This is an optimization exercise on Yosys and OpenROAD, whose aim is small area, not a production implementation. Only simulation tests tie the RTL to the original design; equivalence was not proved. Power and IR drop assume default switching activity.

[flow/design.v]
module disp_dec(input logic [2:0] sel, input logic [3:0] hi, input logic [4:0] lo, output logic [7:0] seg);
  wire new_n21, new_n22, new_n23, new_n24, new_n25, new_n26, new_n27, new_n28, new_n29, new_n30, new_n31, new_n32, new_n33, new_n34, new_n35, new_n36, new_n37, new_n38, new_n39, new_n40, new_n41, new_n42, new_n43, new_n44, new_n45, new_n46, new_n47, new_n48, new_n49, new_n50, new_n51, new_n52, new_n53, new_n54, new_n55, new_n56, new_n57, new_n58, new_n59, new_n60, new_n61, new_n62, new_n63, new_n64, new_n65, new_n66, new_n67, new_n68, new_n69, new_n70, new_n71, new_n72, new_n73, new_n74, new_n75, new_n76, new_n77, new_n78, new_n79, new_n80, new_n81, new_n82, new_n83, new_n84, new_n85, new_n86, new_n87, new_n88, new_n89, new_n90, new_n91, new_n92, new_n93, new_n94, new_n95, new_n96, new_n97, new_n98, new_n100, new_n101, new_n102, new_n103, new_n104, new_n105, new_n106, new_n107, new_n108, new_n109, new_n110, new_n111, new_n112, new_n113, new_n114, new_n115, new_n116, new_n117, new_n118, new_n119, new_n120, new_n121, new_n122, new_n123, new_n124, new_n125, new_n126, new_n127, new_n128, new_n129, new_n130, new_n131, new_n132, new_n133, new_n134, new_n135, new_n136, new_n137, new_n138, new_n139, new_n140, new_n141, new_n142, new_n143, new_n144, new_n145, new_n146, new_n147, new_n148, new_n149, new_n150, new_n151, new_n153, new_n154, new_n155, new_n156, new_n157, new_n158, new_n159, new_n160, new_n161, new_n162, new_n163, new_n164, new_n165, new_n166, new_n167, new_n168, new_n169, new_n170, new_n171, new_n172, new_n173, new_n174, new_n175, new_n176, new_n177, new_n178, new_n179, new_n180, new_n181, new_n182, new_n183, new_n184, new_n185, new_n187, new_n188, new_n189, new_n190, new_n191, new_n192, new_n193, new_n194, new_n195, new_n196, new_n197, new_n198, new_n199, new_n200, new_n201, new_n202, new_n203, new_n204, new_n205, new_n206, new_n207, new_n208, new_n210, new_n211, new_n212, new_n213, new_n214, new_n215, new_n216, new_n217, new_n218, new_n219, new_n220, new_n221, new_n222, new_n223, new_n224, new_n225, new_n226, new_n227, new_n228, new_n229, new_n230, new_n231, new_n232, new_n233, new_n234, new_n235, new_n236, new_n237, new_n238, new_n239, new_n240, new_n241, new_n242, new_n244, new_n245, new_n246, new_n247, new_n248, new_n249, new_n250, new_n251, new_n252, new_n253, new_n254, new_n255, new_n256, new_n257, new_n258, new_n259, new_n260, new_n261, new_n262, new_n263, new_n264, new_n266, new_n267, new_n268, new_n269, new_n270, new_n271, new_n272, new_n273, new_n274, new_n275, new_n276, new_n277, new_n278, new_n279, new_n280, new_n281, new_n282, new_n283, new_n284, new_n285, new_n286, new_n287, new_n288, new_n289, new_n290, new_n291, new_n292, new_n293, new_n294, new_n295, new_n296, new_n298, new_n299, new_n300, new_n301, new_n302, new_n303;
  assign new_n21 = ~sel[2] & ~lo[4];
  assign new_n22 = ~lo[2] & new_n21;
  assign new_n23 = ~lo[1] & new_n22;
  assign new_n24 = lo[3] & new_n21;
  assign new_n25 = lo[0] & new_n24;
  assign new_n26 = ~new_n23 & ~new_n25;
  assign new_n27 = ~sel[0] & ~new_n26;
  assign new_n28 = ~sel[2] & ~lo[2];
  assign new_n29 = ~sel[0] & new_n21;
  assign new_n30 = ~new_n28 & ~new_n29;
  assign new_n31 = ~lo[0] & ~lo[1];
  assign new_n32 = ~lo[3] & new_n31;
  assign new_n33 = ~new_n30 & new_n32;
  assign new_n34 = ~sel[2] & lo[4];
  assign new_n35 = ~lo[0] & lo[1];
  assign new_n36 = lo[3] & new_n35;
  assign new_n37 = ~lo[2] & ~new_n36;
  assign new_n38 = ~lo[1] & lo[3];
  assign new_n39 = lo[0] & new_n38;
  assign new_n40 = lo[2] & ~new_n39;
  assign new_n41 = new_n34 & ~new_n37;
  assign new_n42 = ~new_n40 & new_n41;
  assign new_n43 = ~new_n27 & ~new_n33;
  assign new_n44 = ~new_n42 & new_n43;
  assign new_n45 = sel[2] & hi[1];
  assign new_n46 = hi[0] & new_n45;
  assign new_n47 = ~sel[0] & sel[1];
  assign new_n48 = hi[2] & new_n47;
  assign new_n49 = new_n46 & new_n48;
  assign new_n50 = lo[3] & ~new_n31;
  assign new_n51 = sel[0] & ~sel[1];
  assign new_n52 = ~sel[2] & new_n51;
  assign new_n53 = ~new_n50 & new_n52;
  assign new_n54 = ~hi[0] & new_n45;
  assign new_n55 = ~new_n47 & ~new_n51;
  assign new_n56 = new_n54 & new_n55;
  assign new_n57 = ~sel[2] & lo[2];
  assign new_n58 = lo[1] & ~lo[3];
  assign new_n59 = sel[0] & new_n57;
  assign new_n60 = new_n58 & new_n59;
  assign new_n61 = lo[2] & new_n21;
  assign new_n62 = lo[1] & lo[3];
  assign new_n63 = lo[0] & new_n62;
  assign new_n64 = new_n61 & new_n63;
  assign new_n65 = ~sel[0] & ~sel[1];
  assign new_n66 = ~sel[2] & new_n65;
  assign new_n67 = sel[2] & hi[3];
  assign new_n68 = ~new_n21 & ~new_n67;
  assign new_n69 = ~new_n66 & new_n68;
  assign new_n70 = ~new_n64 & ~new_n69;
  assign new_n71 = new_n57 & new_n65;
  assign new_n72 = ~lo[4] & new_n62;
  assign new_n73 = new_n71 & new_n72;
  assign new_n74 = new_n70 & ~new_n73;
  assign new_n75 = lo[0] & new_n58;
  assign new_n76 = ~new_n51 & ~new_n75;
  assign new_n77 = new_n28 & ~new_n76;
  assign new_n78 = ~lo[3] & new_n35;
  assign new_n79 = new_n61 & new_n78;
  assign new_n80 = ~sel[1] & ~hi[2];
  assign new_n81 = new_n45 & new_n80;
  assign new_n82 = sel[2] & ~hi[1];
  assign new_n83 = sel[0] & sel[1];
  assign new_n84 = ~sel[0] & ~hi[2];
  assign new_n85 = sel[1] & ~hi[0];
  assign new_n86 = sel[0] & hi[2];
  assign new_n87 = ~new_n84 & ~new_n85;
  assign new_n88 = ~new_n86 & new_n87;
  assign new_n89 = new_n82 & ~new_n83;
  assign new_n90 = ~new_n88 & new_n89;
  assign new_n91 = ~new_n49 & ~new_n81;
  assign new_n92 = ~new_n53 & ~new_n56;
  assign new_n93 = ~new_n60 & ~new_n79;
  assign new_n94 = new_n92 & new_n93;
  assign new_n95 = ~new_n77 & new_n91;
  assign new_n96 = ~new_n90 & new_n95;
  assign new_n97 = new_n74 & new_n94;
  assign new_n98 = new_n96 & new_n97;
  assign seg[0] = new_n44 & new_n98;
  assign new_n100 = ~hi[2] & new_n67;
  assign new_n101 = hi[1] & new_n100;
  assign new_n102 = hi[2] & new_n67;
  assign new_n103 = ~hi[0] & new_n102;
  assign new_n104 = ~new_n101 & ~new_n103;
  assign new_n105 = new_n83 & ~new_n104;
  assign new_n106 = new_n38 & new_n51;
  assign new_n107 = ~lo[0] & new_n38;
  assign new_n108 = ~sel[1] & new_n107;
  assign new_n109 = ~new_n106 & ~new_n108;
  assign new_n110 = new_n57 & ~new_n109;
  assign new_n111 = lo[0] & new_n23;
  assign new_n112 = ~lo[3] & new_n83;
  assign new_n113 = new_n111 & new_n112;
  assign new_n114 = new_n22 & new_n35;
  assign new_n115 = lo[0] & ~lo[3];
  assign new_n116 = new_n61 & new_n115;
  assign new_n117 = ~new_n114 & ~new_n116;
  assign new_n118 = ~sel[1] & ~new_n117;
  assign new_n119 = new_n85 & new_n101;
  assign new_n120 = ~sel[0] & lo[1];
  assign new_n121 = ~new_n50 & ~new_n120;
  assign new_n122 = ~sel[0] & new_n62;
  assign new_n123 = ~sel[1] & new_n34;
  assign new_n124 = ~new_n122 & new_n123;
  assign new_n125 = ~new_n121 & new_n124;
  assign new_n126 = ~new_n119 & ~new_n125;
  assign new_n127 = new_n36 & new_n52;
  assign new_n128 = new_n34 & new_n65;
  assign new_n129 = ~lo[2] & new_n128;
  assign new_n130 = hi[1] & new_n65;
  assign new_n131 = new_n102 & new_n130;
  assign new_n132 = hi[0] & new_n67;
  assign new_n133 = sel[1] & ~hi[1];
  assign new_n134 = sel[0] & ~hi[2];
  assign new_n135 = new_n133 & ~new_n134;
  assign new_n136 = new_n132 & new_n135;
  assign new_n137 = new_n22 & new_n78;
  assign new_n138 = sel[0] & new_n137;
  assign new_n139 = new_n36 & new_n47;
  assign new_n140 = lo[1] & new_n112;
  assign new_n141 = ~new_n139 & ~new_n140;
  assign new_n142 = new_n61 & ~new_n141;
  assign new_n143 = ~new_n127 & ~new_n129;
  assign new_n144 = ~new_n131 & ~new_n136;
  assign new_n145 = new_n143 & new_n144;
  assign new_n146 = ~new_n138 & new_n145;
  assign new_n147 = ~new_n105 & ~new_n110;
  assign new_n148 = ~new_n113 & ~new_n118;
  assign new_n149 = new_n126 & ~new_n142;
  assign new_n150 = new_n148 & new_n149;
  assign new_n151 = new_n146 & new_n147;
  assign seg[1] = ~new_n150 | ~new_n151;
  assign new_n153 = lo[0] & ~lo[2];
  assign new_n154 = new_n34 & ~new_n153;
  assign new_n155 = ~new_n103 & ~new_n154;
  assign new_n156 = new_n65 & ~new_n155;
  assign new_n157 = new_n21 & ~new_n141;
  assign new_n158 = sel[1] & ~lo[0];
  assign new_n159 = new_n61 & new_n158;
  assign new_n160 = lo[2] & new_n34;
  assign new_n161 = ~sel[1] & new_n160;
  assign new_n162 = ~new_n159 & ~new_n161;
  assign new_n163 = lo[3] & ~new_n162;
  assign new_n164 = ~hi[1] & new_n100;
  assign new_n165 = new_n38 & new_n61;
  assign new_n166 = ~new_n164 & ~new_n165;
  assign new_n167 = sel[0] & ~new_n166;
  assign new_n168 = ~new_n65 & new_n137;
  assign new_n169 = lo[0] & ~new_n38;
  assign new_n170 = new_n21 & new_n83;
  assign new_n171 = new_n169 & new_n170;
  assign new_n172 = ~new_n127 & ~new_n171;
  assign new_n173 = ~lo[2] & ~new_n172;
  assign new_n174 = ~new_n55 & new_n116;
  assign new_n175 = hi[0] & new_n133;
  assign new_n176 = hi[2] & new_n83;
  assign new_n177 = ~new_n175 & ~new_n176;
  assign new_n178 = new_n67 & ~new_n177;
  assign new_n179 = ~new_n168 & ~new_n174;
  assign new_n180 = ~new_n178 & new_n179;
  assign new_n181 = new_n126 & ~new_n156;
  assign new_n182 = ~new_n157 & ~new_n163;
  assign new_n183 = ~new_n167 & ~new_n173;
  assign new_n184 = new_n182 & new_n183;
  assign new_n185 = new_n180 & new_n181;
  assign seg[2] = ~new_n184 | ~new_n185;
  assign new_n187 = ~new_n65 & ~new_n84;
  assign new_n188 = ~hi[0] & ~new_n187;
  assign new_n189 = ~new_n176 & ~new_n188;
  assign new_n190 = new_n82 & ~new_n189;
  assign new_n191 = ~sel[0] & new_n57;
  assign new_n192 = new_n78 & new_n191;
  assign new_n193 = ~sel[1] & new_n21;
  assign new_n194 = sel[2] & ~hi[2];
  assign new_n195 = new_n65 & new_n194;
  assign new_n196 = ~sel[0] & ~new_n75;
  assign new_n197 = sel[0] & ~new_n35;
  assign new_n198 = new_n28 & ~new_n197;
  assign new_n199 = ~new_n196 & new_n198;
  assign new_n200 = new_n46 & ~new_n86;
  assign new_n201 = new_n55 & new_n200;
  assign new_n202 = ~new_n193 & ~new_n195;
  assign new_n203 = ~new_n192 & new_n202;
  assign new_n204 = new_n70 & new_n203;
  assign new_n205 = ~new_n111 & ~new_n199;
  assign new_n206 = ~new_n201 & new_n205;
  assign new_n207 = ~new_n190 & new_n204;
  assign new_n208 = new_n206 & new_n207;
  assign seg[3] = new_n44 & new_n208;
  assign new_n210 = ~new_n47 & new_n114;
  assign new_n211 = ~hi[1] & new_n102;
  assign new_n212 = ~sel[1] & ~hi[0];
  assign new_n213 = sel[0] & ~new_n212;
  assign new_n214 = ~new_n65 & new_n67;
  assign new_n215 = ~new_n213 & new_n214;
  assign new_n216 = ~lo[4] & new_n127;
  assign new_n217 = lo[2] & new_n38;
  assign new_n218 = lo[0] & ~new_n58;
  assign new_n219 = new_n128 & new_n218;
  assign new_n220 = ~new_n217 & new_n219;
  assign new_n221 = hi[0] & new_n102;
  assign new_n222 = ~sel[1] & new_n221;
  assign new_n223 = new_n22 & new_n83;
  assign new_n224 = lo[3] & new_n223;
  assign new_n225 = ~new_n71 & ~new_n170;
  assign new_n226 = new_n115 & ~new_n225;
  assign new_n227 = new_n104 & ~new_n116;
  assign new_n228 = sel[0] & ~new_n227;
  assign new_n229 = new_n39 & new_n47;
  assign new_n230 = ~new_n47 & new_n107;
  assign new_n231 = ~new_n106 & ~new_n112;
  assign new_n232 = ~new_n229 & new_n231;
  assign new_n233 = ~new_n230 & new_n232;
  assign new_n234 = new_n61 & ~new_n233;
  assign new_n235 = ~new_n211 & ~new_n215;
  assign new_n236 = ~new_n210 & new_n235;
  assign new_n237 = ~new_n216 & ~new_n220;
  assign new_n238 = ~new_n222 & ~new_n224;
  assign new_n239 = ~new_n226 & new_n238;
  assign new_n240 = new_n236 & new_n237;
  assign new_n241 = new_n239 & new_n240;
  assign new_n242 = ~new_n228 & ~new_n234;
  assign seg[4] = ~new_n241 | ~new_n242;
  assign new_n244 = ~new_n25 & ~new_n194;
  assign new_n245 = new_n65 & ~new_n244;
  assign new_n246 = new_n21 & ~new_n83;
  assign new_n247 = ~new_n35 & new_n246;
  assign new_n248 = new_n34 & ~new_n38;
  assign new_n249 = ~new_n58 & new_n248;
  assign new_n250 = ~new_n247 & ~new_n249;
  assign new_n251 = ~lo[2] & ~new_n250;
  assign new_n252 = new_n54 & new_n176;
  assign new_n253 = ~new_n28 & ~new_n246;
  assign new_n254 = new_n32 & ~new_n253;
  assign new_n255 = new_n57 & new_n140;
  assign new_n256 = new_n107 & new_n160;
  assign new_n257 = ~new_n34 & ~new_n57;
  assign new_n258 = new_n78 & ~new_n257;
  assign new_n259 = ~new_n252 & ~new_n256;
  assign new_n260 = ~new_n258 & new_n259;
  assign new_n261 = ~new_n254 & ~new_n255;
  assign new_n262 = new_n260 & new_n261;
  assign new_n263 = new_n74 & ~new_n245;
  assign new_n264 = ~new_n251 & new_n263;
  assign seg[5] = new_n262 & new_n264;
  assign new_n266 = hi[1] & new_n51;
  assign new_n267 = new_n103 & ~new_n266;
  assign new_n268 = lo[2] & ~new_n58;
  assign new_n269 = ~new_n169 & ~new_n268;
  assign new_n270 = new_n128 & ~new_n269;
  assign new_n271 = ~new_n39 & ~new_n58;
  assign new_n272 = new_n170 & ~new_n271;
  assign new_n273 = ~new_n83 & new_n116;
  assign new_n274 = new_n61 & ~new_n83;
  assign new_n275 = ~new_n128 & ~new_n274;
  assign new_n276 = new_n107 & ~new_n275;
  assign new_n277 = new_n28 & new_n65;
  assign new_n278 = new_n78 & new_n277;
  assign new_n279 = sel[1] & new_n35;
  assign new_n280 = new_n24 & new_n279;
  assign new_n281 = hi[1] & new_n47;
  assign new_n282 = new_n132 & new_n281;
  assign new_n283 = new_n164 & new_n213;
  assign new_n284 = ~new_n133 & new_n221;
  assign new_n285 = ~new_n38 & ~new_n115;
  assign new_n286 = new_n223 & ~new_n285;
  assign new_n287 = ~new_n114 & ~new_n278;
  assign new_n288 = ~new_n280 & ~new_n282;
  assign new_n289 = new_n287 & new_n288;
  assign new_n290 = ~new_n267 & ~new_n270;
  assign new_n291 = ~new_n272 & ~new_n273;
  assign new_n292 = ~new_n283 & ~new_n284;
  assign new_n293 = ~new_n286 & new_n292;
  assign new_n294 = new_n290 & new_n291;
  assign new_n295 = ~new_n276 & new_n289;
  assign new_n296 = new_n294 & new_n295;
  assign seg[6] = ~new_n293 | ~new_n296;
  assign new_n298 = ~lo[2] & new_n31;
  assign new_n299 = lo[3] & ~new_n298;
  assign new_n300 = sel[0] & ~new_n299;
  assign new_n301 = ~sel[1] & ~new_n300;
  assign new_n302 = new_n34 & ~new_n301;
  assign new_n303 = new_n65 & new_n100;
  assign seg[7] = new_n302 | new_n303;
endmodule
module sequencer(
    input  logic CLK100MHZ,
    input  logic rst,
    input  logic BTNU, BTND, BTNL, BTNR, BTNC, CPU_RESETN,
    input  logic SW15,SW14,SW13,SW12,SW11,SW10,SW9,SW8,SW7,SW6,SW5,SW4,SW3,SW2,SW1,SW0,
    output logic [15:0] LED,
    output logic LED16_R,
    output logic LED17_R, LED17_G, LED17_B,
    output logic [7:0] AN,
    output logic DP,CG,CF,CE,CD,CC,CB,CA,
    output logic AUD_PWM,
    output logic AUD_SD
);
localparam logic PLAY = 1'b0, STOP = 1'b1;
localparam logic [1:0] STEP = 2'd0, SETTING_NAME = 2'd1, SETTING_VALUE = 2'd2;
localparam logic [2:0] SIGNAL = 3'd0, NOTE = 3'd5;
localparam logic[7:0] A_SSEG = 8'h77, B_SSEG = 8'h7C, C_SSEG = 8'h39, D_SSEG = 8'h5E,
                      E_SSEG = 8'h79, F_SSEG = 8'h71, G_SSEG = 8'h3D, H_SSEG = 8'h76,
                      I_SSEG = 8'h30, K_SSEG = 8'h75, N_SSEG = 8'h37, L_SSEG = 8'h38,
                      O_SSEG = 8'h3F, P_SSEG = 8'h73, Q_SSEG = 8'h6F, R_SSEG = 8'h33,
                      S_SSEG = 8'h6D, T_SSEG = 8'h78, U_SSEG = 8'h3E, V_SSEG = 8'h3E,
                      Y_SSEG = 8'h6E, DP_SSEG = 8'h80;
localparam logic[7:0] ZERO_SSEG = 8'h3F, ONE_SSEG = 8'h06, TWO_SSEG = 8'h5B, THREE_SSEG = 8'h4F,
                      FOUR_SSEG = 8'h66, FIVE_SSEG = 8'h6D, SIX_SSEG = 8'h7D, SEVEN_SSEG = 8'h07,
                      EIGHT_SSEG = 8'h7F, NINE_SSEG = 8'h6F;
logic meta, reset;
always_ff @(posedge CLK100MHZ) begin
  meta  <= rst;
  reset <= rst | meta;
end
logic [7:0] refresh;
wire [7:0] refreshInc;
ha_chain #(8) u_refresh(.a(refresh), .ci(1'b1), .s(refreshInc), .co());
always_ff @(posedge CLK100MHZ)
  if (rst) refresh <= 8'd0;
  else     refresh <= refreshInc;
wire tick0 = (refresh[3:0] == 4'd0);    
wire tick9 = (refresh[3:0] == 4'd9);    
wire [5:0] btn_in = {CPU_RESETN, BTNC, BTNR, BTNL, BTND, BTNU};
logic [5:0] db;
logic [1:0] wcnt [0:5];
logic [5:0] dn;
logic [5:0] pulse;
genvar gb;
generate
  for (gb = 0; gb < 6; gb = gb + 1) begin : g_btn
    wire d  = (btn_in[gb] ^ db[gb]) & ~rst;
    wire c1 = wcnt[gb][1];
    wire c0 = wcnt[gb][0];
    always_ff @(posedge CLK100MHZ) begin
      wcnt[gb][1] <= d & (c1 ^ (tick0 & c0));
      wcnt[gb][0] <= d & (~(c1 | c0) | (c0 ^ tick0));
      db[gb]      <= ~rst & (db[gb] ^ (d & tick0 & c1 & c0));
    end
    always_ff @(posedge CLK100MHZ)
      if (tick0) dn[gb] <= ~db[gb];
    assign pulse[gb] = db[gb] & dn[gb] & tick9;
  end
endgenerate
wire UP = pulse[0], DOWN = pulse[1], LEFT = pulse[2], RIGHT = pulse[3];
wire CENTER = pulse[4], RESET = pulse[5];
logic playState, playStateNext;
always_ff @(posedge CLK100MHZ) begin
  if (rst) begin
    playState     <= STOP;
    playStateNext <= STOP;
    LED16_R       <= 1'b1;
  end
  else begin
    playState <= RESET ? STOP : playStateNext;
    if (CENTER) playStateNext <= ~playState;
    LED16_R <= playState;
  end
end
wire playing = (playState == PLAY);
localparam logic [11:0] TEMPO_LAST = 12'd105;     
localparam logic [12:0] BLINK_LAST = 13'd5664;    
logic [11:0] tempoCnt;
logic [12:0] blinkCnt;
wire tempoTick  = (tempoCnt == TEMPO_LAST);
wire blinkTick  = (blinkCnt == BLINK_LAST);
always_ff @(posedge CLK100MHZ) begin
  if (reset || tempoTick) tempoCnt <= 12'd0;
  else tempoCnt <= {tempoCnt[10:0], ~(tempoCnt[11] ^ tempoCnt[5] ^ tempoCnt[3] ^ tempoCnt[0])};
  if (reset || blinkTick) blinkCnt <= 13'd0;
  else blinkCnt <= {blinkCnt[11:0], ~(blinkCnt[12] ^ blinkCnt[2])};
end
logic [3:0] audioStepState;
wire [3:0] audioStepInc;
ha_chain #(4) u_astep(.a(audioStepState), .ci(tempoTick & playing), .s(audioStepInc), .co());
always_ff @(posedge CLK100MHZ)
  if (rst) audioStepState <= 4'd0;
  else     audioStepState <= audioStepInc;
logic [3:0] menuStepState;
logic [2:0] menuHorizontalState;
logic [1:0] menuVerticalState;
logic [15:0] sigArr;      
wire inValue = (menuVerticalState == SETTING_VALUE);
logic [4:0] curNote;      
wire noteWr = inValue && (menuHorizontalState == NOTE) && (LEFT ^ RIGHT);
wire [4:0] noteT = curNote ^ {5{~RIGHT}};
wire [4:0] noteU;
ha_chain #(5) u_note(.a(noteT), .ci(1'b1), .s(noteU), .co());
wire [4:0] noteNew = noteU ^ {5{~RIGHT}};
wire inStep = (menuVerticalState == STEP);
wire stepDec = inStep & LEFT;
wire [3:0] stepT = menuStepState ^ {4{stepDec}};
wire [3:0] stepU;
ha_chain #(4) u_step(.a(stepT), .ci(inStep & (LEFT | RIGHT)), .s(stepU), .co());
wire [3:0] stepNext = stepU ^ {4{stepDec}};
wire sigTgl = inValue && (menuHorizontalState == SIGNAL) && (UP ^ DOWN);
function automatic logic [2:0] hNext(input logic [2:0] h);
  if (h == 3'd2)      hNext = 3'd4;
  else if (h == 3'd4) hNext = 3'd6;
  else if (h == 3'd6) hNext = 3'd1;
  else if (h == 3'd1) hNext = 3'd3;
  else if (h == 3'd3) hNext = 3'd0;
  else if (h == 3'd0) hNext = 3'd5;
  else                hNext = 3'd2;
endfunction
function automatic logic [2:0] hPrev(input logic [2:0] h);
  if (h == 3'd4)      hPrev = 3'd2;
  else if (h == 3'd6) hPrev = 3'd4;
  else if (h == 3'd1) hPrev = 3'd6;
  else if (h == 3'd3) hPrev = 3'd1;
  else if (h == 3'd0) hPrev = 3'd3;
  else if (h == 3'd5) hPrev = 3'd0;
  else                hPrev = 3'd5;
endfunction
always_ff @(posedge CLK100MHZ) begin
  if (rst) begin
    menuStepState       <= 4'd0;
    menuHorizontalState <= NOTE;
    menuVerticalState   <= STEP;
  end
  else begin
    menuStepState <= stepNext;
    case (menuVerticalState)
      STEP: begin
        if (DOWN) menuVerticalState <= SETTING_NAME;
      end
      SETTING_NAME: begin
        if (DOWN)    menuVerticalState <= SETTING_VALUE;
        else if (UP) menuVerticalState <= STEP;
        if (RIGHT)     menuHorizontalState <= hNext(menuHorizontalState);
        else if (LEFT) menuHorizontalState <= hPrev(menuHorizontalState);
      end
      default: begin
        if (UP) menuVerticalState <= SETTING_NAME;
      end
    endcase
  end
end
genvar gs;
generate
  for (gs = 0; gs < 16; gs = gs + 1) begin : g_step
    always_ff @(posedge CLK100MHZ)
      if (rst) sigArr[gs] <= gs[0];
      else if (sigTgl && (4'd15 - menuStepState) == gs) sigArr[gs] <= ~sigArr[gs];
  end
endgenerate
logic [4:0] ring [0:15];
logic curNoteValid;
logic ringClr;
logic [4:0] audNote;
wire [3:0] ringStep = refresh[3:0];
wire hitM = (ringStep == menuStepState);
wire hitA = (ringStep == audioStepState);
wire [4:0] ringOut = ringClr ? 5'd3 : ring[0];
wire ownM = hitM & curNoteValid;
wire [4:0] ringIn = ownM ? (noteWr ? noteNew : curNote) : ringOut;
wire stepMove = inStep & (LEFT | RIGHT);
always_ff @(posedge CLK100MHZ) begin
  for (int k = 0; k < 15; k = k + 1) ring[k] <= ring[k+1];
  ring[15] <= ringIn;
end
always_ff @(posedge CLK100MHZ) begin
  if (rst) begin
    ringClr      <= 1'b1;
    curNote      <= 5'd3;
    curNoteValid <= 1'b1;
    audNote      <= 5'd3;
  end
  else begin
    if (ringStep == 4'd15) ringClr <= 1'b0;
    if (noteWr) curNote <= noteNew;
    else if (hitM & ~curNoteValid) curNote <= ringOut;
    if (stepMove) curNoteValid <= 1'b0;
    else if (hitM) curNoteValid <= 1'b1;
    if (hitA) audNote <= ringIn;
    else if (noteWr && menuStepState == audioStepState) audNote <= noteNew;
  end
end
logic [3:0] dispHi;
logic [4:0] dispLo;
always_ff @(posedge CLK100MHZ) begin
  if (rst) begin
    dispHi <= 4'd0;
    dispLo <= 5'd0;
  end
  else begin
    case (menuVerticalState)
      STEP: begin
        dispHi <= 4'd15;
        dispLo <= {1'b1, menuStepState};
      end
      SETTING_NAME: begin
        dispHi <= {1'b1, menuHorizontalState};
        dispLo <= 5'd0;
      end
      default: begin
        if (menuHorizontalState == NOTE) begin
          if (curNote < 5'd12) dispLo <= curNote + 5'd1;
        end
        else if (menuHorizontalState == SIGNAL)
          dispLo <= sigArr[menuStepState] ? 5'd14 : 5'd13;
      end
    endcase
  end
end
logic [2:0] sel;
logic [7:0] seg;
assign sel = refresh[7:5];
disp_dec u_dec(.sel(sel), .hi(dispHi), .lo(dispLo), .seg(seg));
assign AN = ~(8'd1 << sel);
assign {DP,CG,CF,CE,CD,CC,CB,CA} = ~seg;
always_ff @(posedge CLK100MHZ)
  LED <= {SW15,SW14,SW13,SW12,SW11,SW10,SW9,SW8,SW7,SW6,SW5,SW4,SW3,SW2,SW1,SW0};
always_ff @(posedge CLK100MHZ) begin
  if (rst) begin
    LED17_R <= 1'b0;
    LED17_G <= 1'b0;
    LED17_B <= 1'b0;
  end
  else if (blinkTick) begin
    if (playing) begin
      LED17_R <= ~LED17_G;
      LED17_G <= ~LED17_B;
      LED17_B <= LED17_G;
    end
    else begin
      LED17_R <= 1'b0;
      LED17_G <= 1'b0;
      LED17_B <= 1'b0;
    end
  end
end
function automatic logic [18:0] fccwOf(input logic [3:0] c);
  fccwOf = 19'd0;
  if (c == 4'd0) fccwOf = 19'd4724;
  else if (c == 4'd1) fccwOf = 19'd5005;
  else if (c == 4'd2) fccwOf = 19'd5303;
  else if (c == 4'd3) fccwOf = 19'd5618;
  else if (c == 4'd4) fccwOf = 19'd5952;
  else if (c == 4'd5) fccwOf = 19'd6306;
  else if (c == 4'd6) fccwOf = 19'd6681;
  else if (c == 4'd7) fccwOf = 19'd7079;
  else if (c == 4'd8) fccwOf = 19'd7500;
  else if (c == 4'd9) fccwOf = 19'd7946;
  else if (c == 4'd10) fccwOf = 19'd8418;
  else if (c == 4'd11) fccwOf = 19'd8919;
  else if (c == 4'd15) fccwOf = 19'd514724;
endfunction
logic [3:0] fcode;       
always_ff @(posedge CLK100MHZ)
  if (rst) fcode <= 4'd14;
  else if (tempoTick)
    fcode <= LED[4'd15 - audioStepState] ? ((audNote < 5'd12) ? audNote[3:0] : 4'd12) : 4'd15;
wire soundOn = ~(fcode[3] & fcode[2] & fcode[1]);
logic [18:0] phaseLo;
logic [10:0] phaseHi;
logic [3:0] phaseCy;
wire [18:0] phaseLoSum;
wire [10:0] phaseHiSum;
wire phaseLoCo;
fa_chain #(19) u_phlo(.a(phaseLo), .b(fccwOf(fcode)), .ci(1'b0), .s(phaseLoSum), .co(phaseLoCo));
ha_chain #(11) u_phhi(.a(phaseHi), .ci(phaseCy[3]), .s(phaseHiSum), .co());
always_ff @(posedge CLK100MHZ) begin
  if (reset) begin
    phaseLo <= 19'd0;
    phaseCy <= 4'd0;
    phaseHi <= 11'd0;
  end
  else begin
    phaseLo <= phaseLoSum;
    phaseCy <= {phaseCy[2:0], phaseLoCo};
    phaseHi <= phaseHiSum;
  end
end
logic [2:0] sigDly, enDly;
always_ff @(posedge CLK100MHZ) begin
  sigDly <= {sigDly[1:0], sigArr[audioStepState]};
  enDly  <= {enDly[1] , enDly[0] & ~reset, soundOn & playing};
end
function automatic logic [14:0] qsin(input logic [5:0] j);
  case (j)
    6'd0: qsin = 15'd0;
    6'd1: qsin = 15'd706;
    6'd2: qsin = 15'd1413;
    6'd3: qsin = 15'd2119;
    6'd4: qsin = 15'd2823;
    6'd5: qsin = 15'd3525;
    6'd6: qsin = 15'd4225;
    6'd7: qsin = 15'd4923;
    6'd8: qsin = 15'd5618;
    6'd9: qsin = 15'd6310;
    6'd10: qsin = 15'd6997;
    6'd11: qsin = 15'd7681;
    6'd12: qsin = 15'd8360;
    6'd13: qsin = 15'd9034;
    6'd14: qsin = 15'd9702;
    6'd15: qsin = 15'd10364;
    6'd16: qsin = 15'd11021;
    6'd17: qsin = 15'd11670;
    6'd18: qsin = 15'd12313;
    6'd19: qsin = 15'd12948;
    6'd20: qsin = 15'd13576;
    6'd21: qsin = 15'd14195;
    6'd22: qsin = 15'd14806;
    6'd23: qsin = 15'd15408;
    6'd24: qsin = 15'd16000;
    6'd25: qsin = 15'd16583;
    6'd26: qsin = 15'd17156;
    6'd27: qsin = 15'd17718;
    6'd28: qsin = 15'd18270;
    6'd29: qsin = 15'd18811;
    6'd30: qsin = 15'd19341;
    6'd31: qsin = 15'd19858;
    6'd32: qsin = 15'd20364;
    6'd33: qsin = 15'd20858;
    6'd34: qsin = 15'd21338;
    6'd35: qsin = 15'd21807;
    6'd36: qsin = 15'd22262;
    6'd37: qsin = 15'd22704;
    6'd38: qsin = 15'd23132;
    6'd39: qsin = 15'd23546;
    6'd40: qsin = 15'd23946;
    6'd41: qsin = 15'd24331;
    6'd42: qsin = 15'd24702;
    6'd43: qsin = 15'd25058;
    6'd44: qsin = 15'd25399;
    6'd45: qsin = 15'd25724;
    6'd46: qsin = 15'd26034;
    6'd47: qsin = 15'd26329;
    6'd48: qsin = 15'd26608;
    6'd49: qsin = 15'd26869;
    6'd50: qsin = 15'd27116;
    6'd51: qsin = 15'd27346;
    6'd52: qsin = 15'd27559;
    6'd53: qsin = 15'd27756;
    6'd54: qsin = 15'd27936;
    6'd55: qsin = 15'd28100;
    6'd56: qsin = 15'd28246;
    6'd57: qsin = 15'd28376;
    6'd58: qsin = 15'd28487;
    6'd59: qsin = 15'd28583;
    6'd60: qsin = 15'd28661;
    6'd61: qsin = 15'd28721;
    6'd62: qsin = 15'd28765;
    6'd63: qsin = 15'd28791;
    default: qsin = 15'd0;
  endcase
endfunction
localparam logic [14:0] QPEAK = 15'd28799;
wire [7:0] addr = phaseHi[10:3];
wire [5:0] qidx = addr[6] ? (6'd0 - addr[5:0]) : addr[5:0];
wire qpeak = addr[6] & (addr[5:0] == 6'd0);
wire [14:0] mag = sigDly[2] ? 15'd4394 : (qpeak ? QPEAK : qsin(qidx));
wire zeroPt = ~sigDly[2] & (addr == 8'd128);
wire en = enDly[2] & ~zeroPt;
wire [15:0] dacIn = {~(en & addr[7]), en ? (mag ^ {15{addr[7]}}) : 15'd0};
logic [16:0] acc;
wire [15:0] accSum;
wire accCo;
fa_chain #(16) u_acc(.a(acc[15:0]), .b(dacIn), .ci(1'b0), .s(accSum), .co(accCo));
always_ff @(posedge CLK100MHZ)
  if (reset) acc <= 17'd0;
  else       acc <= {accCo, accSum};
assign AUD_PWM = acc[16];
assign AUD_SD  = 1'b1;
endmodule
module ha_chain #(parameter W = 8) (
  input  logic [W-1:0] a,
  input  logic ci,
  output logic [W-1:0] s,
  output logic co
);
  logic [W:0] c;
  assign c[0] = ci;
  genvar i;
  generate
    for (i = 0; i < W; i = i + 1) begin : g
      assign s[i]   = a[i] ^ c[i];
      assign c[i+1] = a[i] & c[i];
    end
  endgenerate
  assign co = c[W];
endmodule
module fa_chain #(parameter W = 8) (
  input  logic [W-1:0] a,
  input  logic [W-1:0] b,
  input  logic ci,
  output logic [W-1:0] s,
  output logic co
);
  logic [W:0] c;
  assign c[0] = ci;
  genvar i;
  generate
    for (i = 0; i < W; i = i + 1) begin : g
      assign s[i]   = a[i] ^ b[i] ^ c[i];
      assign c[i+1] = (a[i] & b[i]) | (c[i] & (a[i] ^ b[i]));
    end
  endgenerate
  assign co = c[W];
endmodule
[flow/flow/run.sh]
#!/bin/bash
# Own layout flow: the standard flow (standard.sh: the standard synthesis script and ORFS's
# make targets) with three changes:
# - ABC maps the combinational logic for area (resyn2 twice, &deepsyn, &dch -f, &nf) instead of ORFS's
#   area script (dch; map -B 0.9; buffer).  It runs after the flip-flops are mapped, so the registers,
#   their names and cells are the standard synthesis's.
# - the port buffers are sky130_fd_sc_hd__buf_1 (buffer_ports would pick a larger cell);
# - clock tree synthesis uses the standard arguments, clkbuf_8 buffers, clusters of at most
#   15 sinks, and no dummy loads.
# Every tool's output goes to the ORFS logs under orfs/logs and to make_finish.log here.
set -euo pipefail
work=$(pwd)
rm -rf "$work/scripts_local"
cp -r "$FLOW_HOME/scripts" "$work/scripts_local"
cat > "$work/scripts_local/abc_area.script" <<'ABC'
strash
balance; rewrite; refactor; balance; rewrite; rewrite -z; balance; refactor -z; rewrite -z; balance
balance; rewrite; refactor; balance; rewrite; rewrite -z; balance; refactor -z; rewrite -z; balance
&get -n
&deepsyn -T 30
&dch -f
&nf -R 1000
&put
topo
ABC
bash standard.sh \
  "SCRIPTS_DIR=$work/scripts_local" \
  "BUFFER_PORTS_ARGS=-buffer_cell sky130_fd_sc_hd__buf_1" \
  "CTS_ARGS=-sink_clustering_enable -repair_clock_nets -dont_use_dummy_load -sink_clustering_size 15 -sink_clustering_max_diameter 60 -buf_list sky130_fd_sc_hd__clkbuf_8" \
  finish > make_finish.log 2>&1
[flow/standard.sh]
#!/bin/bash
# synth_recipe.tcl (not shown) runs the flow's synth.tcl, then flattens the netlist and writes it again
# the make line also repeats each setting of config.mk as NAME=value (left out here)
make -C /OpenROAD-flow-scripts/flow DESIGN_CONFIG=/design/flow/config.mk WORK_HOME=/design/flow/orfs CLKGATE_MAP_FILE= SYNTH_SCRIPT=/design/flow/synth_recipe.tcl "${@:-finish}"
[flow/config.mk]
export PLATFORM = sky130hd
export DESIGN_NAME = sequencer
export DESIGN_NICKNAME = sequencer
export VERILOG_FILES = /design/flow/design.v
export SDC_FILE = /design/flow/constraint.sdc
export NUM_CORES = 4
export LEC_CHECK = 0
export ABC_AREA = 1
export CAP_MARGIN = 20
export CORE_AREA = 8 8 157 157
export DIE_AREA = 0 0 165 165
export SLEW_MARGIN = 20
[flow/constraint.sdc]
create_clock -name core_clock -period 10.0 [get_ports {CLK100MHZ}]
set_input_delay 2.0000 -clock core_clock [delete_from_list [all_inputs] [get_ports {CLK100MHZ}]]
set_output_delay 2.0000 -clock core_clock [all_outputs]
set_load 0.01 [all_outputs]
==> run summary, run 1 <==
outcome=complete, no violations; utilization after layout=0.594; Yosys top cell area share=0.448; depth of the most critical reg-to-reg path=27; Max Cap Viol=0; Syn Inst Count=1292; Tot Pwr=1.74 mW; kind of critical path=reg -> reg; slew at the pin closest to its max-slew limit=0.814 ns; RR Endpoint=acc[15]$_SDFF_PP0_; total net switching power=0.393 mW; Pre-Repair DR Iteration Count=8; GRT Util Overall=0.205; combinational fraction of design power=0.051; Seq/Total Area, Yosys=0.464; port bufs=60; post-synth top area cell=dfxtp_1; final setup margin=0.642 ns; clock skew=0.0791 ns; gp weighted congestion=0.988; Critical Path RT=10.36 ns; CTS HTree Levels=1; Die Width=165 microns; Reg power frac=0.642; period utilization=0.936; Core ar.=21800 sq um; Post-Place Worst Slack=0.557 ns; Post-Route WL=27900 microns; # diodes=0; Worst EP arrival=9.72 ns; crit start category=register; Netlist cell types=61; Synth Warn #=3; Vias=9741; CTS tree=yes; Max clock buf depth=3; Setup crit end=acc[15]$_SDFF_PP0_; antenna-violating nets left=0; root buffer cell=clkbuf_8; critical path endpoint category=register; Worst Hold Class=reg -> reg; layout cells sized above 1=0.0365; Rel. slew slack=0.453; Fin. Hold Viols=0; WL per Instance=16.6 microns; clock slew at reported path FFs=0.08 ns; First DRT Iteration DRCs=770; final worst path period need=9.36 ns; final net count=1505; Hold-fix buffers, CTS=0; Pleak=4.68 nW; final setup TNS=0 ns; Synth Register Bits=272; Initial Util=0.544; Worst Setup SP=phaseHi[9]$_SDFF_PP0_; final setup fails=0; DRC=0; HPWL Detailed=20400 microns; global-route wire length before repair=46200 microns; hold slack=0.280 ns; die area=27200 sq um; Pins Over Slew Limit=0; synthesis-to-finish area growth=9.19%; vias in the first global route=9346; total grt overflow=0; reg-to-reg startpoint=phaseHi[9]$_SDFF_PP0_; I/O pins=62; Synth area leaders=dfxtp_1, fa_1, nor2_1, ha_1, a21oi_1; Synth Flop Type=dfxtp_1; RSZ-0062 raised after global routing=no; maximum VDD drop=0.158 mV; Vias/cell=5.81; Site Rows=54; Synth Area per Inst=9.19 sq um; Sink Count=272; R2R Setup Slk=0.64 ns; pwr dens=134 nW/um^2; Internal Power=1.35 mW; number of buffers created by CTS=24; net count after synthesis=1398; initial antenna violation count=0; clock group share of total power=0.307; Fmax=0.107 GHz; Synth top cells by count=dfxtp_1, nor2_1, nand2_1; Die H=165 microns; Switching Fraction=0.226; CP max FO=9; count leader, synth=dfxtp_1; FFs w/ async S/R, synth=0; number of synthesized flops with an enable pin=6; Clock Latency Late Sink=0.56 ns; synthesized area=11900 sq um; pin count of the biggest net entering global routing=71
## routing by layer
| metal | wire length (microns) | up-vias | track usage |
|---|---|---|---|
| met5 | 0 | - | 0 |
| met4 | 947 | 0 | 0.0799 |
| met3 | 1980 | 89 | 0.0322 |
| met2 | 13100 | 361 | 0.341 |
| met1 | 11900 | 4522 | 0.263 |
| li1 | - | 4769 | - |
## critical path, stage by stage, from the launching register on
cell	delay, ns
dfxtp_1	0.52
o31ai_1	0.21
xnor2_1	0.69
a22oi_1	0.27
a22oi_1	0.25
nand3_1	0.17
o221ai_1	0.25
a21oi_1	0.09
a31oi_1	0.16
ha_1	0.20
fa_1	0.19
clkinv_1	0.08
fa_1	0.42
fa_1	0.42
fa_1	0.42
fa_1	0.42
fa_1	0.42
fa_1	0.43
fa_1	0.42
fa_1	0.42
fa_1	0.43
fa_1	0.43
fa_1	0.42
fa_1	0.44
fa_1	0.40
clkinv_1	0.07
fa_1	0.39
nor2b_1	0.13
## area by class of cell
type                       instances  area [sq um]
tap                              280           350
sequential                       272          5510
fill                            1928          8860
inverter                          71           267
multi-input combinational        948          6110
timing repair buffer              82           404
clock buffer                      24           330
## flip-flops by register name (all words and copies together), names as in the netlist, 6 cells and up
name	count
acc	17
db	6
phaseHi	11
phaseLo	19
dn	6
wcnt	12
tempoCnt	12
sigArr	16
refresh	8
LED	16
blinkCnt	13
ring	80
## power by group through the flow
stage               sequential (mW)  clock, mW  combinational, mW
floorplan                      1.14          0             0.0562
global placement               1.14          0             0.0865
detailed placement             1.14          0             0.0881
CTS                            1.12      0.557             0.0883
global route                   1.12      0.595             0.0987
finish                         1.12      0.534             0.0879
## worst min-delay path by stage
| stage | startpoint | to | slack, ns | cells past startpoint |
|---|---|---|---|---|
| floorplan | enDly[1]$_DFF_P_ | enDly[2]$_DFF_P_ | 0.31 | 0 |
| global placement | ring[4][1]$_DFF_P_ | ring[3][1]$_DFF_P_ | 0.31 | 0 |
| detailed placement | ring[8][3]$_DFF_P_ | ring[7][3]$_DFF_P_ | 0.31 | 0 |
| CTS | ring[8][3]$_DFF_P_ | ring[7][3]$_DFF_P_ | 0.28 | 0 |
| global route | ring[8][3]$_DFF_P_ | ring[7][3]$_DFF_P_ | 0.29 | 0 |
| finish | ring[8][3]$_DFF_P_ | ring[7][3]$_DFF_P_ | 0.28 | 0 |
## logic make-up after synthesis
kind of cell,after synthesis,synth area share
muxes,7,0.00590
and+or+nand+nor,514,0.204
other,1,0.000316
DFF,272,0.464
adders and majority gates,82,0.107
buffers and inverters,72,0.0231
xor gates and xnor gates,50,0.0369
AOI/OAI and AO/OA,294,0.159
## timing repair
action / in CTS / in global routing
setup endpoints to repair: 0 / 1
buffers inserted: 0 / 0
gates resized for setup: 0 / 1
## placed cells by master, fill, tap and decap left out, types with 7 or more instances in the layout
master    netlist  routed
dfxtp_1       266     265
nor2_1        169     169
nand2_1       108     108
a21oi_1        89      89
clkinv_1       71      70
nor2b_1        69      69
o21ai_0        63      63
buf_1           0      59
ha_1           49      49
nand3_1        47      47
nor3_1         44      44
xnor2_1        38      37
fa_1           33      33
clkbuf_8        0      24
buf_4           1      21
a31oi_1        19      19
and2_0         19      19
o22ai_1        18      18
nand2b_1       17      17
a211oi_1       13      13
xor2_1         12      12
o31ai_1        11      11
nand4_1        11      11
o211ai_1       10      10
nor4_1          8       8
o221ai_1        8       8
a32oi_1         7       7
a222oi_1        7       7
mux2i_1         7       7
## per-stage QoR
stage | cells | instance area (sq um)
2_1_floorplan | 1292 | 11900
3_3_place_gp | 1653 | 12600
3_5_place_dp | 1653 | 12600
4_1_cts | 1677 | 13000
5_1_grt | 1677 | 13000
6_report | 1677 | 13000
==> inputs of run 2 (changes only) <==
--- a/flow/config.mk
+++ b/flow/config.mk
@@ -7,6 +7,7 @@
 export LEC_CHECK = 0
 export ABC_AREA = 1
 export CAP_MARGIN = 20
-export CORE_AREA = 8 8 157 157
-export DIE_AREA = 0 0 165 165
+export CORE_AREA = 6 6 144 144
+export DIE_AREA = 0 0 150 150
+export PLACE_DENSITY = 0.8
 export SLEW_MARGIN = 20
==> run 2 against run 1 <==
- still clean
- sequential share of layout area is 0.15 points higher
- critical path depth is 4 higher
- clock-buffer cell count is 1 lower
- clock power is 2% lower
- total power is 0.53% lower
- setup slack worse by 0.070 ns
- wire length is 2.2% higher
- global-route usage is 4.5 points higher
- clock skew is 0.039 ns higher
- via count is 1.3% higher
- synthesized cell count stayed put
- core utilization is 11 points higher
- largest power group unchanged
==> run summary, run 2 <==
Reg with most FFs=ring; pin count of the biggest net entering global routing=70 (-1.4%); I/O pins=62 (unchanged); commonest non-fill, non-tap cell in the layout=dfxtp_1; # diodes=0 (unchanged); total grt overflow=0 (unchanged); Reg power frac=0.645 (+0.003); Pleak=4.69 nW (+0.21%); routed wl met3=1750 microns (-12%); Tot Pwr=1.73 mW (-0.53%); Bufs and invs on worst path=4 (+2); Synth Register Bits=272 (unchanged); most used cell, CP=fa_1; gp weighted congestion=1.01 (+2.5%); period utilization=0.943 (+0.00700); clock group share of total power=0.302 (-0.005); Initial Util=0.648 (+0.104); flip-flop count of the largest register after layout=80 (unchanged); Critical Path RT=10.37 ns (about the same); fin area=12900 sq um (-0.36%); final setup margin=0.572 ns (-0.0700 ns); WL per Instance=17.5 microns (+5.2%); utilization after layout=0.705 (+0.111); Fmax=0.106 GHz (-0.74%); final setup fails=0 (unchanged); Met2 Routed Length=13800 microns (+5.2%); Worst EP arrival=9.80 ns (+0.08 ns); CTS HTree Levels=1 (unchanged); Sink Count=272 (unchanged); Rel. slew slack=0.474 (+0.0210); fill count=1351 (-30%); Max clock buf depth=3 (unchanged); RSZ-0062 raised after global routing=no; depth of the most critical reg-to-reg path=31 (+15%); Pins Over Slew Limit=0 (unchanged); most frequent cells in the layout=dfxtp_1, nor2_1, nand2_1; die area=22500 sq um (-17%); clock skew=0.118 ns (+0.0391 ns); post-synth top area cell=dfxtp_1; GRT Util Overall=0.250 (+0.0454); Pre-Repair DR Iteration Count=6 (-2); count leader, synth=dfxtp_1; CP max FO=12 (+3); final setup TNS=0 ns (unchanged); final worst path period need=9.43 ns (+0.0700 ns); root buffer cell=clkbuf_8; Hold-fix buffers, CTS=0 (unchanged); synthesized area=11900 sq um (unchanged); R2R Setup Slk=0.57 ns (-0.07 ns); Critical-path top delay cell=fa_1; Synth Area per Inst=9.19 sq um (unchanged); clock slew at reported path FFs=0.09 ns (about the same); FFs w/ async S/R, synth=0 (unchanged); Worst Hold Class=reg -> reg; Site Rows=49 (-9.3%); critical path endpoint category=register; crit start category=register; outcome=complete, no violations; antenna-violating nets left=0 (unchanged); HPWL Detailed=20600 microns (+1.2%); Setup crit end=acc[15]$_SDFF_PP0_; combinational fraction of design power=0.053 (+0.002); DP Area=12600 sq um (-0.49%); Vias=9871 (+1.3%); reg-to-reg startpoint=phaseHi[3]$_SDFF_PP0_; max layer used=met4; Max Cap Viol=0 (unchanged); First DRT Iteration DRCs=850 (+10%); synthesis-to-finish area growth=8.80%; Die H=150 microns (-9.1%); port bufs=60 (unchanged); Synth Warn #=3 (unchanged); Post-Place Worst Slack=0.358 ns (-0.199 ns); RR Endpoint=acc[15]$_SDFF_PP0_; initial antenna violation count=0 (unchanged); Worst Setup SP=phaseHi[3]$_SDFF_PP0_; Netlist cell types=61 (unchanged); DRC=0 (unchanged); Fin. Hold Viols=0 (unchanged); crit-path max cell delay=0.45 ns (-0.24 ns); Synth Flop Type=dfxtp_1; Yosys top cell area share=0.448 (unchanged); top flop regs=ring x80, phaseLo x19, acc x17; Switching Fraction=0.226 (+0.000713); Seq/Total Area, Yosys=0.464 (unchanged); Synth area leaders=dfxtp_1, fa_1, nor2_1, ha_1, a21oi_1; total net switching power=0.392 mW (-0.22%); Syn Inst Count=1292 (unchanged); Clock Latency Late Sink=0.57 ns (about the same); Post-Route WL=28500 microns (+2.2%); net count after synthesis=1398 (unchanged); maximum VDD drop=0.156 mV (-1.5%); critical path depth=31 (+15%); layout cells sized above 1=0.0400 (+0.00346); global-route wire length before repair=46700 microns (+1.1%); final net count=1509 (+0.27%); Die Width=150 microns (-9.1%); Vias/cell=6.06 (+4.3%); Internal Power=1.34 mW (-0.62%); Synth top cells by count=dfxtp_1, nor2_1, nand2_1; pwr dens=134 nW/um^2 (-0.18%); number of synthesized flops with an enable pin=6 (unchanged); Core ar.=18300 sq um (-16%); CTS tree=yes; slew at the pin closest to its max-slew limit=0.783 ns (-0.0316 ns); number of buffers created by CTS=23 (-4.2%); Largest delay share family, worst path=adder cells; kind of critical path=reg -> reg; vias in the first global route=9440 (+1.0%); metal1 wirelength=11900 microns (+0.21%)
-- run 2: cell count changes in the layout (fill, tap and decap cells not counted), sizes merged --
cell and change:
buf +5, clkbuf -1, clkinvlp +1, inv -1
-- run 2: per-layer routing --
metal  vias to the layer above  global-route usage
met5                         -                   0
met1                      4597               0.333
met2                       420               0.418
met3                        82              0.0311
li1                       4772                   -
met4                         0              0.0948
-- run 2: worst min-delay path by stage --
stage	startpoint	endpoint	slack (ns)	cells after the start
3_3_place_gp	ring[1][0]$_DFF_P_	ring[0][0]$_DFF_P_	0.31	0
6_report	ring[6][1]$_DFF_P_	ring[5][1]$_DFF_P_	0.27	0
5_1_grt	ring[10][1]$_DFF_P_	ring[9][1]$_DFF_P_	0.29	0
4_1_cts	ring[6][1]$_DFF_P_	ring[5][1]$_DFF_P_	0.27	0
3_5_place_dp	ring[2][4]$_DFF_P_	ring[1][4]$_DFF_P_	0.31	0
2_1_floorplan	enDly[1]$_DFF_P_	enDly[2]$_DFF_P_	0.31	0
-- run 2: layout make-up --
cell class	instances	area, sq um	area share
clock buffer	23	317	0.0245
multi-input combinational	948	6110	0.473
inverter	71	270	0.0209
sequential	272	5510	0.426
tap	229	287	0.0222
timing repair buffer	87	429	0.0332
-- run 2: stage by stage --
stage | cells | hold WS [ns]
finish | 1630 | 0.275
global route | 1630 | 0.286
CTS | 1627 | 0.274
detailed placement | 1604 | 0.312
global placement | 1604 | 0.310
floorplan | 1292 | 0.310
-- run 2: cells by family after synthesis --
kind of cell,count (synthesis),synth area share
AND/OR/NAND/NOR,514,0.204
AO/OA/AOI/OAI,294,0.159
flip-flops,272,0.464
adder cells (fa/ha/maj),82,0.107
buffers and inverters,72,0.0231
XOR/XNOR,50,0.0369
multiplexers,7,0.00590
other,1,0.000316
-- run 2: repair_timing --
action | CTS | global route
endpoints found under the setup margin | 0 | 1
endpoints found under the hold margin | 0 | 0
resized for setup | 0 | 2
buffers inserted | 0 | 3
-- run 2: power groups by stage --
| stage | Clock, mW | Sequential, mW | Combinational (mW) |
|---|---|---|---|
| 2_1_floorplan | 0 | 1.14 | 0.0562 |
| 3_3_place_gp | 0 | 1.14 | 0.0867 |
| 3_5_place_dp | 0 | 1.14 | 0.0901 |
| 4_1_cts | 0.536 | 1.12 | 0.0911 |
| 5_1_grt | 0.585 | 1.12 | 0.102 |
| 6_report | 0.522 | 1.12 | 0.0916 |
==> inputs of run 3 (changes only) <==
--- a/flow/flow/run.sh
+++ b/flow/flow/run.sh
@@ -26,5 +26,5 @@
 bash standard.sh \
   "SCRIPTS_DIR=$work/scripts_local" \
   "BUFFER_PORTS_ARGS=-buffer_cell sky130_fd_sc_hd__buf_1" \
-  "CTS_ARGS=-sink_clustering_enable -repair_clock_nets -dont_use_dummy_load -sink_clustering_size 15 -sink_clustering_max_diameter 60 -buf_list sky130_fd_sc_hd__clkbuf_8" \
+  "CTS_ARGS=-sink_clustering_enable -repair_clock_nets -dont_use_dummy_load -sink_clustering_size 8 -sink_clustering_max_diameter 40 -buf_list sky130_fd_sc_hd__clkbuf_4" \
   finish > make_finish.log 2>&1
--- a/flow/config.mk
+++ b/flow/config.mk
@@ -7,7 +7,6 @@
 export LEC_CHECK = 0
 export ABC_AREA = 1
 export CAP_MARGIN = 20
-export CORE_AREA = 6 6 144 144
-export DIE_AREA = 0 0 150 150
-export PLACE_DENSITY = 0.8
+export CORE_AREA = 8 8 157 157
+export DIE_AREA = 0 0 165 165
 export SLEW_MARGIN = 20
==> run 3 against run 2 <==
- still clean on timing, DRC and antenna
- sequential share of layout area down 0.11 points
- die area up 21%
- cell count up 4.0%
==> run summary, run 3 <==
simple-gate portion of the synthesized area=0.204 (unchanged); fin area=13000 sq um (+0.26%); Bufs and invs on worst path=5 (+1); period utilization=0.944 (about the same); crit-path max cell delay=0.51 ns (+0.06 ns); Synth area leaders=dfxtp_1, fa_1, nor2_1, ha_1, a21oi_1; number of synthesized flops with an enable pin=6 (unchanged); final setup TNS=0 ns (unchanged); clock slew at reported path FFs=0.09 ns (about the same); I/O pins=62 (unchanged); root buffer cell=clkbuf_4; Reg power frac=0.646 (about the same); Pins Over Slew Limit=0 (unchanged); initial antenna violation count=2 (+2); kind of critical path=reg -> reg; maximum VDD drop=0.106 mV (-32%); CTS HTree Levels=2 (+1); critical path endpoint category=register; outcome=complete, no violations; Rel. slew slack=0.457 (-0.0173); commonest non-fill, non-tap cell in the layout=dfxtp_1; Die Width=165 microns (+10%); Tot Pwr=1.73 mW (about the same); die area=27200 sq um (+21%); Largest delay share family, worst path=adder cells; global-route wire length before repair=46600 microns (-0.31%); vias in the first global route=9484 (+0.47%); Site Rows=54 (+10%); Vias/cell=5.79 (-4.3%); net count after synthesis=1398 (unchanged); Yosys top cell area share=0.448 (unchanged); Pre-Repair DR Iteration Count=5 (-1); Vias=9825 (-0.47%); synthesis-to-finish area growth=9.08%; CP max FO=10 (-2); CTS tree=yes; Internal Power=1.33 mW (-0.94%); Synth Area in Compound Gates=0.159 (unchanged); Fmax=0.106 GHz (about the same); Initial Util=0.544 (-0.104); clock group share of total power=0.303 (about the same); Core ar.=21800 sq um (+19%); Inst Count DP=1653 (+3.1%); main combinational cell family by area after synthesis=simple AND/OR/NAND/NOR gates; most frequent cells in the layout=dfxtp_1, nor2_1, nand2_1; Max Cap Viol=0 (unchanged); Reg with most FFs=ring; Netlist cell types=61 (unchanged); Final Non-Filler Cells=1696 (+4.0%); utilization after layout=0.594 (-0.111); total net switching power=0.404 mW (+3.1%); flip-flop count of the largest register after layout=80 (unchanged); First DRT Iteration DRCs=837 (-1.5%); Adder-Cell Fraction of Synth Area=0.107 (unchanged); FFs w/ async S/R, synth=0 (unchanged); Max clock buf depth=3 (unchanged); Fin. Hold Viols=0 (unchanged); Post-Route WL=28200 microns (-1.2%); count leader, synth=dfxtp_1; pin count of the biggest net entering global routing=71 (+1.4%); post-synth top area cell=dfxtp_1; CTS resizes=0 (unchanged); Post-Synth XOR/XNOR Area=0.0369 (unchanged); DP Area=12600 sq um (+0.49%); HPWL Detailed=20400 microns (-1.2%); Synth Flop Type=dfxtp_1; DRC=0 (unchanged); mux cell area share after synthesis=0.00590 (unchanged); Synth Warn #=3 (unchanged); RSZ-0062 raised after global routing=no; synthesized area=11900 sq um (unchanged); number of buffers created by CTS=42 (+83%); top flop regs=ring x80, phaseLo x19, acc x17; total grt overflow=0 (unchanged); Synth top cells by count=dfxtp_1, nor2_1, nand2_1; Worst EP arrival=9.93 ns (+0.13 ns); Seq/Total Area, Yosys=0.464 (unchanged); clock skew=0.106 ns (-0.0124 ns); layout cells sized above 1=0.0481 (+0.00809); pwr dens=134 nW/um^2 (-0.29%); final setup fails=0 (unchanged); Post-CTS Setup Inserts=0 (unchanged); port bufs=60 (unchanged); final net count=1523 (+0.93%); final worst path period need=9.44 ns (+0.00857 ns); Syn Inst Count=1292 (unchanged); Synth Register Bits=272 (unchanged); Worst Hold Class=reg -> reg; Clock Latency Late Sink=0.64 ns (+0.07 ns); Hold-fix buffers, CTS=0 (unchanged); Sink Count=272 (unchanged); crit start category=register; antenna-violating nets left=0 (unchanged); Switching Fraction=0.233 (+0.00701); most used cell, CP=fa_1; slew at the pin closest to its max-slew limit=0.809 ns (+0.0262 ns); Pleak=4.70 nW (+0.22%); WL per Instance=16.6 microns (-5.1%); combinational fraction of design power=0.051 (-0.002); Die H=165 microns (+10%); Synth Area per Inst=9.19 sq um (unchanged); Critical-path top delay cell=nor2_1; gp weighted congestion=0.988 (-2.5%); Critical Path RT=10.50 ns (+0.13 ns); GRT Util Overall=0.208 (-0.0425)
[run 3: through the flow]
stage                     setup slack, ns  hold slack [ns]
after floorplan                    0.0784            0.310
after global placement              0.644            0.310
after detailed placement            0.557            0.312
after CTS                           0.552            0.288
after global routing               0.0134            0.289
final                               0.563            0.287
[run 3: worst paths after layout]
path	startpoint	end	slack (ns)	depth (start not counted)
worst max register to register	phaseHi[3]$_SDFF_PP0_	acc[15]$_SDFF_PP0_	0.56	30
worst min-delay path	ring[7][3]$_DFF_P_	ring[6][3]$_DFF_P_	0.29	0
worst min register to register	ring[7][3]$_DFF_P_	ring[6][3]$_DFF_P_	0.29	0
worst max-delay path	phaseHi[3]$_SDFF_PP0_	acc[15]$_SDFF_PP0_	0.56	30
[run 3: layout make-up]
cell class | count | area [sq um]
fillers | 1943 | 8870
multi-input cells | 948 | 6110
flip-flops and latches | 272 | 5510
repair buffers | 82 | 404
well taps | 280 | 350
clock buffers | 42 | 315
inverters | 71 | 267
diodes | 1 | 2.50
[run 3: power by group through the flow]
| stage | registers, mW | clock network [mW] | logic, mW |
|---|---|---|---|
| final | 1.12 | 0.524 | 0.0882 |
| after global routing | 1.12 | 0.590 | 0.0988 |
| after CTS | 1.12 | 0.549 | 0.0884 |
| after detailed placement | 1.14 | 0 | 0.0881 |
| after global placement | 1.14 | 0 | 0.0865 |
| after floorplan | 1.14 | 0 | 0.0562 |
[run 3: cells by family (layout without fill, tap and decap cells)]
group	after synthesis	after routing
AO/OA/AOI/OAI	294	294
flip-flops	272	272
other	1	2
XOR/XNOR	50	50
buffers and inverters	72	195
adder cells (fa/ha/maj)	82	82
AND/OR/NAND/NOR	514	514
multiplexers	7	7
[run 3: per-layer routing]
metal	vias to the layer above	global-route usage	wire length, microns
li1	4824	-	-
met1	4533	0.261	12100
met2	379	0.343	13200
met3	87	0.0406	2010
met4	2	0.0893	916
met5	-	0	11
==> inputs of run 4 (changes only) <==
--- a/flow/config.mk
+++ b/flow/config.mk
@@ -7,6 +7,9 @@
 export LEC_CHECK = 0
 export ABC_AREA = 1
 export CAP_MARGIN = 20
-export CORE_AREA = 8 8 157 157
-export DIE_AREA = 0 0 165 165
+export CORE_AREA = 10 10 190 190
+export CTS_BUF_LIST = sky130_fd_sc_hd__clkbuf_8
+export CTS_CLUSTER_DIAMETER = 60
+export CTS_CLUSTER_SIZE = 15
+export DIE_AREA = 0 0 200 200
 export SLEW_MARGIN = 20
==> run 4 against run 3 <==
- largest cell class unchanged
- design area is 1.9% higher
- highest routed layer is now met4
- largest power group unchanged
- maximum frequency is 0.35% higher
- critical endpoint unchanged
- clock-buffer cell count is 3 higher
- via count is 0.80% lower
- register-to-register slack better by 0.03 ns
- clock power is 6.1% higher
- flip-flop and latch count stayed put
- sequential share of layout area is 0.79 points lower
- setup slack better by 0.033 ns
==> run summary, run 4 <==
DRC=0 (unchanged); Max clock buf depth=3 (unchanged); CTS tree=yes; most used cell, CP=fa_1; Vias/cell=5.24 (-9.5%); vias in the first global route=9423 (-0.64%); Critical Path RT=10.49 ns (about the same); Pins Over Slew Limit=0 (unchanged); Synth Flop Type=dfxtp_1; Hold-fix buffers, CTS=0 (unchanged); synthesized area=11900 sq um (unchanged); Synth Register Bits=272 (unchanged); count leader, synth=dfxtp_1; Pleak=4.74 nW (+0.70%); I/O pins=62 (unchanged); port bufs=60 (unchanged); pwr dens=134 nW/um^2 (+0.13%); Worst Setup SP=phaseHi[3]$_SDFF_PP0_; Vias=9746 (-0.80%); WL per Instance=16.2 microns (-2.7%); number of buffers created by CTS=45 (+7.1%); global-route wire length before repair=48700 microns (+4.7%); Pre-Repair DR Iteration Count=5 (unchanged); slew at the pin closest to its max-slew limit=1.03 ns (+0.222 ns); Final Non-Filler Cells=1859 (+9.6%); Fin. Hold Viols=0 (unchanged); layout cells sized above 1=0.0541 (+0.00605); Synth area leaders=dfxtp_1, fa_1, nor2_1, ha_1, a21oi_1; Rel. slew slack=0.308 (-0.149); Seq/Total Area, Yosys=0.464 (unchanged); final setup TNS=0 ns (unchanged); Post-CTS Setup Inserts=0 (unchanged); crit start category=register; number of synthesized flops with an enable pin=6 (unchanged); initial antenna violation count=1 (-1); synthesis-to-finish area growth=11.1%; maximum VDD drop=0.118 mV (+11%); RSZ-0062 raised after global routing=no; Initial Util=0.373 (-0.171); CP max FO=10 (unchanged); top flop regs=ring x80, phaseLo x19, acc x17; Worst EP arrival=9.90 ns (-0.03 ns); DP Area=12900 sq um (+1.7%); root buffer cell=clkbuf_4; Core ar.=31800 sq um (+46%); fin area=13200 sq um (+1.9%); Tot Pwr=1.76 mW (+2.0%); reg-to-reg startpoint=phaseHi[3]$_SDFF_PP0_; Fmax=0.106 GHz (+0.35%); outcome=complete, no violations; Critical-path top delay cell=fa_1; Synth Warn #=3 (unchanged); hold slack=0.282 ns (-0.00521 ns); final worst path period need=9.40 ns (-0.0330 ns); kind of critical path=reg -> reg; Netlist cell types=61 (unchanged); Largest delay share family, worst path=adder cells; Syn Inst Count=1292 (unchanged); Sink Count=272 (unchanged); final net count=1531 (+0.53%); Bufs and invs on worst path=4 (-1); clock slew at reported path FFs=0.08 ns (about the same); Inst Count DP=1813 (+9.7%); Synth Area per Inst=9.19 sq um (unchanged); Die Width=200 microns (+21%); antenna-violating nets left=0 (unchanged); pin count of the biggest net entering global routing=68 (-4.2%); Yosys top cell area share=0.448 (unchanged); Synth top cells by count=dfxtp_1, nor2_1, nand2_1; gp weighted congestion=0.912 (-7.6%); most frequent cells in the layout=dfxtp_1, nor2_1, nand2_1; RR Endpoint=acc[15]$_SDFF_PP0_; post-synth top area cell=dfxtp_1; commonest non-fill, non-tap cell in the layout=dfxtp_1; net count after synthesis=1398 (unchanged); total grt overflow=0 (unchanged); Setup crit end=acc[15]$_SDFF_PP0_; Post-Route WL=30100 microns (+6.7%); Clock Latency Late Sink=0.70 ns (+0.06 ns); GRT Util Overall=0.150 (-0.0580); flip-flop count of the largest register after layout=80 (unchanged); FFs w/ async S/R, synth=0 (unchanged); crit-path max cell delay=0.43 ns (-0.08 ns); critical path endpoint category=register; First DRT Iteration DRCs=553 (-34%); HPWL Detailed=22000 microns (+7.9%); die area=40000 sq um (+47%); critical path depth=31 (+3.3%); CTS resizes=0 (unchanged); R2R Setup Slk=0.60 ns (+0.03 ns); fill count=3224 (+66%); Max Cap Viol=0 (unchanged); period utilization=0.940 (-0.00330); Site Rows=65 (+20%); CTS HTree Levels=2 (unchanged); Die H=200 microns (+21%); final setup fails=0 (unchanged); Worst Hold Class=reg -> reg; depth of the most critical reg-to-reg path=31 (+3.3%); Reg with most FFs=ring; clock skew=0.0743 ns (-0.0315 ns)
[run 4: cell counts after synthesis]
No cell type changed its count.
[run 4: per-stage QoR]
| step | util | worst slack (ns) |
|---|---|---|
| finish | 0.415 | 0.596 |
| global route | 0.415 | 0.00391 |
| CTS | 0.415 | 0.512 |
| detailed placement | 0.404 | 0.549 |
| global placement | 0.404 | 0.706 |
| floorplan | - | 0.0784 |
[run 4: kinds of logic after synthesis]
family	after synthesis	share of synthesized area
and+or+nand+nor	514	0.204
AOI/OAI and AO/OA	294	0.159
DFF	272	0.464
adders and majority gates	82	0.107
buffers and inverters	72	0.0231
xor gates and xnor gates	50	0.0369
muxes	7	0.00590
other	1	0.000316
[run 4: worst min-delay path by stage]
stage | to | startpoint | slack [ns] | cells past startpoint
final | ring[7][1]$_DFF_P_ | ring[8][1]$_DFF_P_ | 0.28 | 0
after global routing | ring[9][2]$_DFF_P_ | ring[10][2]$_DFF_P_ | 0.30 | 0
after CTS | ring[7][1]$_DFF_P_ | ring[8][1]$_DFF_P_ | 0.29 | 0
after detailed placement | ring[10][0]$_DFF_P_ | ring[11][0]$_DFF_P_ | 0.31 | 0
after global placement | ring[9][0]$_DFF_P_ | ring[10][0]$_DFF_P_ | 0.31 | 0
after floorplan | enDly[2]$_DFF_P_ | enDly[1]$_DFF_P_ | 0.31 | 0
[run 4: where the power goes]
part           switching (mW)  internal, mW  total, mW
logic                  0.0546        0.0344     0.0890
clock network           0.350         0.206      0.556
registers              0.0209          1.10       1.12
total                   0.425          1.34       1.76
[run 4: final cells by class]
class	count	area, sq um	area share
Sequential cell	272	5510	0.417
Timing Repair Buffer	87	429	0.0325
Antenna cell	1	2.50	0.000190
Inverter	71	270	0.0205
Tap cell	435	544	0.0412
Multi-Input combinational cell	948	6110	0.463
Clock buffer	45	338	0.0256
[run 4: routing by layer]
metal | track usage | vias to the layer above | share of wire
li1 | - | 4832 | -
met1 | 0.190 | 4563 | 0.45
met2 | 0.254 | 286 | 0.47
met3 | 0.0241 | 65 | 0.047
met4 | 0.0494 | 0 | 0.027
met5 | 0 | - | 0

separate check: timing with driven ports:
The results above use ideal ports. As a check the final layouts listed here were re-extracted and re-timed, cells and wires unchanged. Step 1 assumes that a clkbuf_16 drives the clock port and a buf_2 every other input. Step 2 moves the port delays by t, midway between the first and last clock arrival at a register: inputs arrive t later, outputs are due t later. That takes back most of the time a late clock gives input paths. Slacks: no drivers / after step 1 / after step 2; pairs: no drivers / after step 1.
run | shift t [ns] | setup slack, ns | hold WS [ns] | pins driven straight from the clock port
run 1 | 0.564 | 0.642 / 0.642 / 0.642 | 0.280 / 0.280 / 0.280 | 1
run 2 | 0.547 | 0.572 / 0.572 / 0.572 | 0.275 / 0.275 / 0.275 | 1
run 3 | 0.631 | 0.563 / 0.563 / 0.563 | 0.287 / 0.287 / 0.287 | 1
run 4 | 0.686 | 0.596 / 0.596 / 0.596 | 0.282 / 0.282 / 0.282 | 1
After both steps setup and hold are still met in every run listed.
